Context: an optimization exercise on an open-source flow, tuned for small area. The choices shown serve that exercise and are no tape-out recipe.
At most, simulation tests tie the RTL to the original design; equivalence was not proved.

==> run D: inputs <==
// mini_audio
module mini_audio
  (
   input         clk,
   input         reset,
   input [31:0]  data,
   input         valid_toggle,
   input [31:0]  ext_factor_mul,
   input [31:0]  ext_factor_div,
   output        full,
   output        ext_audio_r,
   output        ext_audio_l
   );
==> module ao222n, before the edit <==
module ao222n
  (
   input  a0, b0, a1, b1, a2, b2,
   output y
   );
  assign y = ~((a0 & b0) | (a1 & b1) | (a2 & b2));
endmodule
==> module fadd, before the edit <==
module fadd
  (
   input  a, b, c,
   output s, co
   );
  assign s = a ^ b ^ c;
  assign co = (a & b) | (a & c) | (b & c);
endmodule
==> module mini_audio, before the edit <==
module mini_audio
  (
   input         clk,
   input         reset,
   input [31:0]  data,
   input         valid_toggle,
   input [31:0]  ext_factor_mul,
   input [31:0]  ext_factor_div,
   output        full,
   output        ext_audio_r,
   output        ext_audio_l
   );
  genvar i, j;
  reg toggle;
  reg toggle_prev;
  always @(posedge clk)
    begin
      if (reset)
        begin
          toggle <= 1'b0;
          toggle_prev <= 1'b0;
        end
      else
        begin
          toggle <= valid_toggle;
          toggle_prev <= toggle;
        end
    end
  reg [14:0] eh;
  reg [15:0] el;
  reg        cp;
  reg        en;
  wire       neg = eh[14] ^ (cp & (&eh[13:0]));
  wire       pos = ~neg;
  wire [30:0] fa = {eh, el};
  wire [30:0] fb = {1'b0, ext_factor_mul[29:0]};
  wire [30:0] fc = {pos, ~ext_factor_div[29:0] & {30{pos}}};
  wire [30:0] fs, fk;
  wire [31:0] fcy;
  wire [30:0] e_next;
  assign fcy[0] = 1'b0;
  assign fs[30] = fa[30] ^ fc[30];
  assign fk[30] = 1'b0;
  generate
    for (i = 0; i < 30; i = i + 1)
      begin : fcsa
        fadd u (.a(fa[i]), .b(fb[i]), .c(fc[i]), .s(fs[i]), .co(fk[i]));
      end
  endgenerate
  wire [30:0] fy = {fk[29:0], pos};
  generate
    for (i = 0; i < 31; i = i + 1)
      begin : frc
        wire ci = (i == 16) ? cp : fcy[i];
        if (i == 0)
          begin : lsb
            assign e_next[0] = fs[0] ^ fy[0];
            assign fcy[1] = fs[0] & fy[0];
          end
        else
          begin : fa
            fadd u (.a(fs[i]), .b(fy[i]), .c(ci), .s(e_next[i]), .co(fcy[i+1]));
          end
      end
  endgenerate
  always @(posedge clk)
    begin
      if (reset)
        begin
          eh <= {15{1'b1}};
          el <= {16{1'b1}};
          cp <= 1'b0;
          en <= 1'b0;
        end
      else
        begin
          eh <= e_next[30:16];
          el <= e_next[15:0];
          cp <= fcy[16];
          en <= pos;
        end
    end
  reg [31:0] buffer [1:15];
  reg [3:0]  h;    
  reg [3:0]  w;    
  function [3:0] nxt;
    input [3:0] x;
    nxt = {x[2:0], (x[3] ^ x[2]) | (x == 4'd0)};
  endfunction
  wire [3:0] r = nxt(h);
  wire       empty = (w == r);
  assign full = (nxt(w) == r);
  wire       we = (toggle ^ toggle_prev) & ~full;
  wire       pop = en & ~empty;
  wire [3:0] w_next = we ? nxt(w) : w;
  wire [3:0] h_next = pop ? r : h;
  wire       wr_ok = (w_next != h_next);
  always @(posedge clk)
    begin
      if (reset)
        begin
          h <= 4'd0;
          w <= 4'd1;
        end
      else
        begin
          h <= h_next;
          w <= w_next;
        end
    end
  integer k;
  always @(posedge clk)
    for (k = 1; k < 16; k = k + 1)
      if (wr_ok && w_next == k)
        buffer[k] <= data;
  wire [14:0] sel;
  wire [31:0] sample;
  generate
    for (j = 0; j < 15; j = j + 1)
      begin : dec
        assign sel[j] = (h == j + 1);
      end
    for (i = 0; i < 32; i = i + 1)
      begin : rd
        wire [4:0] g;
        for (j = 0; j < 5; j = j + 1)
          begin : grp
            ao222n u (.a0(sel[3*j]), .b0(buffer[3*j+1][i]),
                      .a1(sel[3*j+1]), .b1(buffer[3*j+2][i]),
                      .a2(sel[3*j+2]), .b2(buffer[3*j+3][i]),
                      .y(g[j]));
          end
        assign sample[i] = ~&g;
      end
  endgenerate
  reg [16:0]  sample_sum_r;
  reg [16:0]  sample_sum_l;
  assign ext_audio_r = sample_sum_r[16];
  assign ext_audio_l = sample_sum_l[16];
  wire [16:0] cr, cl;
  wire [15:0] sr, sl;
  assign cr[0] = 1'b0;
  assign cl[0] = 1'b0;
  assign sr[0] = sample_sum_r[0] ^ sample[16];
  assign cr[1] = sample_sum_r[0] & sample[16];
  assign sl[0] = sample_sum_l[0] ^ sample[0];
  assign cl[1] = sample_sum_l[0] & sample[0];
  generate
    for (i = 1; i < 16; i = i + 1)
      begin : dsc
        fadd ur (.a(sample_sum_r[i]), .b(sample[16+i]), .c(cr[i]), .s(sr[i]), .co(cr[i+1]));
        fadd ul (.a(sample_sum_l[i]), .b(sample[i]), .c(cl[i]), .s(sl[i]), .co(cl[i+1]));
      end
  endgenerate
  always @(posedge clk)
    begin
      if (reset)
        begin
          sample_sum_r <= 17'd0;
          sample_sum_l <= 17'd0;
        end
      else
        begin
          sample_sum_r <= {cr[16], sr};
          sample_sum_l <= {cl[16], sl};
        end
    end
endmodule
==> flow/config.mk <==
export PLATFORM = sky130hd
export DESIGN_NAME = mini_audio
export DESIGN_NICKNAME = mini_audio
export VERILOG_FILES = /design/flow/design.v
export SDC_FILE = /design/flow/constraint.sdc
export NUM_CORES = 4
export LEC_CHECK = 0
export CAP_MARGIN = 20
export CORE_MARGIN = 2
export CORE_UTILIZATION = 40
export SLEW_MARGIN = 20
export SYNTH_HIERARCHICAL = 1
export SYNTH_MINIMUM_KEEP_SIZE = 0
==> flow/constraint.sdc <==
create_clock -name core_clock -period 10.0 [get_ports {clk}]
set_input_delay 2.0000 -clock core_clock [delete_from_list [all_inputs] [get_ports {clk}]]
set_output_delay 2.0000 -clock core_clock [all_outputs]
set_load 0.01 [all_outputs]
standard.sh (not shown) runs the stock make flow with config.mk's settings and CLKGATE_MAP_FILE= SYNTH_SCRIPT=/design/flow/synth_recipe.tcl, a recipe that flattens the netlist after the stock synthesis.
==> flow/flow/run.sh <==
#!/bin/bash
# Standard ORFS layout, with smaller port buffers and a clock tree without
# dummy loads. Each make step's output goes to flow.log here.
set -euo pipefail
export BUFFER_PORTS_ARGS="-buffer_cell sky130_fd_sc_hd__buf_1"
export CTS_ARGS="-sink_clustering_enable -repair_clock_nets -dont_use_dummy_load -buf_list sky130_fd_sc_hd__clkbuf_8 -sink_clustering_size 18 -sink_clustering_max_diameter 70"
bash standard.sh > flow.log 2>&1
==> run X (differences from run D) <==
==> flow/design.v (replaced) <==
module fifo
  (
   input         clk,
   input         reset,
   input         req_r,
   input         toggle_diff,
   input [31:0]  data_w,
   output [31:0] data_held,
   output        full
   );
  reg [31:0] buffer [0:14];
  reg [3:0]  h;    
  reg [3:0]  w;    
  function [3:0] nxt;
    input [3:0] x;
    nxt = (x >= 4'd14) ? 4'd0 : x + 4'd1;
  endfunction
  wire [3:0] r = nxt(h);
  wire       empty = (w == r);
  assign full = (nxt(w) == r);
  wire       we = toggle_diff & ~full;
  wire       pop = req_r & ~empty;
  wire [3:0] w_next = we ? nxt(w) : w;
  wire [3:0] h_next = pop ? r : h;
  wire       wr_ok = (w_next != h_next);
  assign data_held = (h == 4'd15) ? 32'd0 : buffer[h];
  always @(posedge clk)
    begin
      if (reset)
        begin
          h <= 4'd15;
          w <= 4'd0;
        end
      else
        begin
          h <= h_next;
          w <= w_next;
        end
    end
  integer k;
  always @(posedge clk)
    for (k = 0; k < 15; k = k + 1)
      if (wr_ok && w_next == k)
        buffer[k] <= data_w;
endmodule
module frac_clk
  (
   input             clk,
   input             reset,
   input [29:0]      factor_mul,
   input [29:0]      factor_div,
   output reg        en
   );
  reg [30:0] e;
  wire       pos = ~e[30];
  wire [30:0] a = e;
  wire [30:0] b = {1'b0, factor_mul};
  wire [30:0] c = {pos, ~factor_div & {30{pos}}};
  wire [30:0] s = a ^ b ^ c;
  wire [30:0] k = (a & b) | (a & c) | (b & c);
  wire [30:0] y = {k[29:0], pos};
  wire [31:0] cy;
  assign cy[0] = 1'b0;
  genvar i;
  generate
    for (i = 0; i < 31; i = i + 1)
      begin : rc
        assign cy[i+1] = (s[i] & y[i]) | (s[i] & cy[i]) | (y[i] & cy[i]);
      end
  endgenerate
  wire [30:0] e_next = s ^ y ^ cy[30:0];
  always @(posedge clk)
    begin
      if (reset)
        begin
          e <= {31{1'b1}};
          en <= 1'b0;
        end
      else
        begin
          e <= e_next;
          en <= pos;
        end
    end
endmodule
module mini_audio
  (
   input         clk,
   input         reset,
   input [31:0]  data,
   input         valid_toggle,
   input [31:0]  ext_factor_mul,
   input [31:0]  ext_factor_div,
   output        full,
   output        ext_audio_r,
   output        ext_audio_l
   );
  reg toggle;
  reg toggle_prev;
  always @(posedge clk)
    begin
      if (reset)
        begin
          toggle <= 1'b0;
          toggle_prev <= 1'b0;
        end
      else
        begin
          toggle <= valid_toggle;
          toggle_prev <= toggle;
        end
    end
  wire        req;
  wire [31:0] sample;
  reg [16:0]  sample_sum_r;
  reg [16:0]  sample_sum_l;
  assign ext_audio_r = sample_sum_r[16];
  assign ext_audio_l = sample_sum_l[16];
  wire [16:0] cr, cl;
  assign cr[0] = 1'b0;
  assign cl[0] = 1'b0;
  genvar i;
  generate
    for (i = 0; i < 16; i = i + 1)
      begin : rc
        assign cr[i+1] = (sample_sum_r[i] & sample[16+i]) | (sample_sum_r[i] & cr[i]) | (sample[16+i] & cr[i]);
        assign cl[i+1] = (sample_sum_l[i] & sample[i]) | (sample_sum_l[i] & cl[i]) | (sample[i] & cl[i]);
      end
  endgenerate
  always @(posedge clk)
    begin
      if (reset)
        begin
          sample_sum_r <= 17'd0;
          sample_sum_l <= 17'd0;
        end
      else
        begin
          sample_sum_r <= {cr[16], sample_sum_r[15:0] ^ sample[31:16] ^ cr[15:0]};
          sample_sum_l <= {cl[16], sample_sum_l[15:0] ^ sample[15:0] ^ cl[15:0]};
        end
    end
  frac_clk frac_clk_0
    (
     .clk (clk),
     .reset (reset),
     .factor_mul (ext_factor_mul[29:0]),
     .factor_div (ext_factor_div[29:0]),
     .en (req)
     );
  fifo fifo_0
    (
     .clk (clk),
     .reset (reset),
     .req_r (req),
     .toggle_diff (toggle ^ toggle_prev),
     .data_w (data),
     .data_held (sample),
     .full (full)
     );
endmodule
==> flow/run.sh (new file) <==
#!/bin/bash
# synth_recipe.tcl (not shown) runs the flow's synth.tcl, then flattens the netlist and writes it again
# the make line also repeats each setting of config.mk as NAME=value (left out here)
make -C /OpenROAD-flow-scripts/flow DESIGN_CONFIG=/design/flow/config.mk WORK_HOME=/design/flow/orfs CLKGATE_MAP_FILE= SYNTH_SCRIPT=/design/flow/synth_recipe.tcl finish
- SYNTH_HIERARCHICAL: 1 -> unset
- SYNTH_MINIMUM_KEEP_SIZE: 0 -> unset
removed: flow/flow/run.sh
removed: flow/standard.sh
==> run K (differences from run D) <==
--- a/flow/design.v
+++ b/flow/design.v
@@ -54,10 +54,8 @@
   wire [31:0] fcy;
   wire [30:0] e_next;
   assign fcy[0] = 1'b0;
-  assign fs[30] = fa[30] ^ fc[30];
-  assign fk[30] = 1'b0;
   generate
-    for (i = 0; i < 30; i = i + 1)
+    for (i = 0; i < 31; i = i + 1)
       begin : fcsa
         fadd u (.a(fa[i]), .b(fb[i]), .c(fc[i]), .s(fs[i]), .co(fk[i]));
       end
@@ -95,12 +93,12 @@
           en <= pos;
         end
     end
-  reg [31:0] buffer [1:15];
+  reg [31:0] buffer [0:14];
   reg [3:0]  h;    
   reg [3:0]  w;    
   function [3:0] nxt;
     input [3:0] x;
-    nxt = {x[2:0], (x[3] ^ x[2]) | (x == 4'd0)};
+    nxt = (x >= 4'd14) ? 4'd0 : x + 4'd1;
   endfunction
   wire [3:0] r = nxt(h);
   wire       empty = (w == r);
@@ -114,8 +112,8 @@
     begin
       if (reset)
         begin
-          h <= 4'd0;
-          w <= 4'd1;
+          h <= 4'd15;
+          w <= 4'd0;
         end
       else
         begin
@@ -125,7 +123,7 @@
     end
   integer k;
   always @(posedge clk)
-    for (k = 1; k < 16; k = k + 1)
+    for (k = 0; k < 15; k = k + 1)
       if (wr_ok && w_next == k)
         buffer[k] <= data;
   wire [14:0] sel;
@@ -133,16 +131,16 @@
   generate
     for (j = 0; j < 15; j = j + 1)
       begin : dec
-        assign sel[j] = (h == j + 1);
+        assign sel[j] = (h == j);
       end
     for (i = 0; i < 32; i = i + 1)
       begin : rd
         wire [4:0] g;
         for (j = 0; j < 5; j = j + 1)
           begin : grp
-            ao222n u (.a0(sel[3*j]), .b0(buffer[3*j+1][i]),
-                      .a1(sel[3*j+1]), .b1(buffer[3*j+2][i]),
-                      .a2(sel[3*j+2]), .b2(buffer[3*j+3][i]),
+            ao222n u (.a0(sel[3*j]), .b0(buffer[3*j][i]),
+                      .a1(sel[3*j+1]), .b1(buffer[3*j+1][i]),
+                      .a2(sel[3*j+2]), .b2(buffer[3*j+2][i]),
                       .y(g[j]));
           end
         assign sample[i] = ~&g;
==> flow/flow/run.sh (replaced) <==
#!/bin/bash
# Standard ORFS layout, with smaller port buffers and a clock tree without
# dummy loads. Each make step's output goes to flow.log here.
set -euo pipefail
export BUFFER_PORTS_ARGS="-buffer_cell sky130_fd_sc_hd__buf_1"
export CTS_ARGS="-sink_clustering_enable -repair_clock_nets -dont_use_dummy_load -buf_list sky130_fd_sc_hd__clkbuf_8 -sink_clustering_size 22 -sink_clustering_max_diameter 45"
bash standard.sh > flow.log 2>&1
- CORE_UTILIZATION: 40 -> 55
==> run H (differences from run D) <==
==> flow/flow/run.sh (replaced) <==
#!/bin/bash
# Standard ORFS layout, with smaller port buffers and a clock tree without
# dummy loads. Each make step's output goes to flow.log here.
set -euo pipefail
export BUFFER_PORTS_ARGS="-buffer_cell sky130_fd_sc_hd__buf_1"
export CTS_ARGS="-sink_clustering_enable -repair_clock_nets -dont_use_dummy_load -buf_list sky130_fd_sc_hd__clkbuf_8 -sink_clustering_size 20 -sink_clustering_max_diameter 50"
bash standard.sh > flow.log 2>&1
- CAP_MARGIN: 20 -> 0
- GPL_TIMING_DRIVEN: unset -> 0
- SLEW_MARGIN: 20 -> 0
==> flow_summary.toml <==
[run_status]
status = "complete, no violations"

[cts]
numCtsBuffers = 54

[synthesis]
synth_cell_types = 49

[pwr]
pg_seq_w = 0.00283

[critical_path]
regToRegSetupSlack_ns = 1.18
-- figures above: run K

==> flow_summary.toml <==
[run_status]
status = "finished with violations"
so.violations = "negative setup slack"

[sta]
setup_viol = 9
fin_ws_ns = -2.70

[cts]
numCtsBuffers = 56

[critical_path]
regToRegSetupSlack_ns = -1.67

[synthesis]
synth_cell_types = 52
synth_top_family_by_area = "compound AO/OA/AOI/OAI gates"
-- figures above: run X

==> flow_summary.toml <==
[critical_path]
regToRegSetupSlack_ns = 1.04
slowest_delay_ns = 0.47

[flow_run]
max_cap_viol_count = 0

[synthesis]
synth_cell_types = 39

[pwr]
pg_seq_w = 0.00277

[placed_design]
dp_cells = 1971

[run_status]
status = "complete, no violations"

[cts]
numCtsBuffers = 47
-- figures above: run H

==> flow_summary.toml <==
[run_status]
status = "complete, no violations"

[pwr]
pg_seq_w = 0.00277

[critical_path]
regToRegSetupSlack_ns = 1.15

[cts]
numCtsBuffers = 40
-- figures above: run D

Function not checked in run X and run K: the RTL went through the layout flow alone.

[what the ideal ports hide]
No port has a modelled driver above. Below, the same layouts with a new extraction and two added sets of constraints. Step 1: set_driving_cell puts a clkbuf_16 on clk and a buf_2 on each other input, an assumption about the parent block. Step 2 also shifts input and output timing later by t, the mid clock arrival at the registers, as if the neighbouring blocks saw the same clock. a / b / c = ideal / step 1 / step 2; a / b = the first two.
run | t, ns | setup WS [ns] | hold WS [ns] | worst setup path after step 2 | worst data-port slew with drivers (ns)
run D | 0.647 | 1.149 / 1.149 / 0.834 | 0.511 / 0.511 / 0.511 | input to register | 0.08
run X | 0.678 | -2.699 / -2.677 / -3.355 | 0.485 / 0.485 / 0.485 | input to register | 0.11
run K | 0.689 | 1.175 / 1.175 / 0.817 | 0.481 / 0.481 / 0.481 | input to register | 0.07
run H | 0.678 | 1.042 / 1.042 / 0.809 | 0.536 / 0.536 / 0.536 | input to register | 0.13
For run X, which loses most, drivers alone change the setup slack by +0.022 ns; drivers and shift together by -0.656 ns.
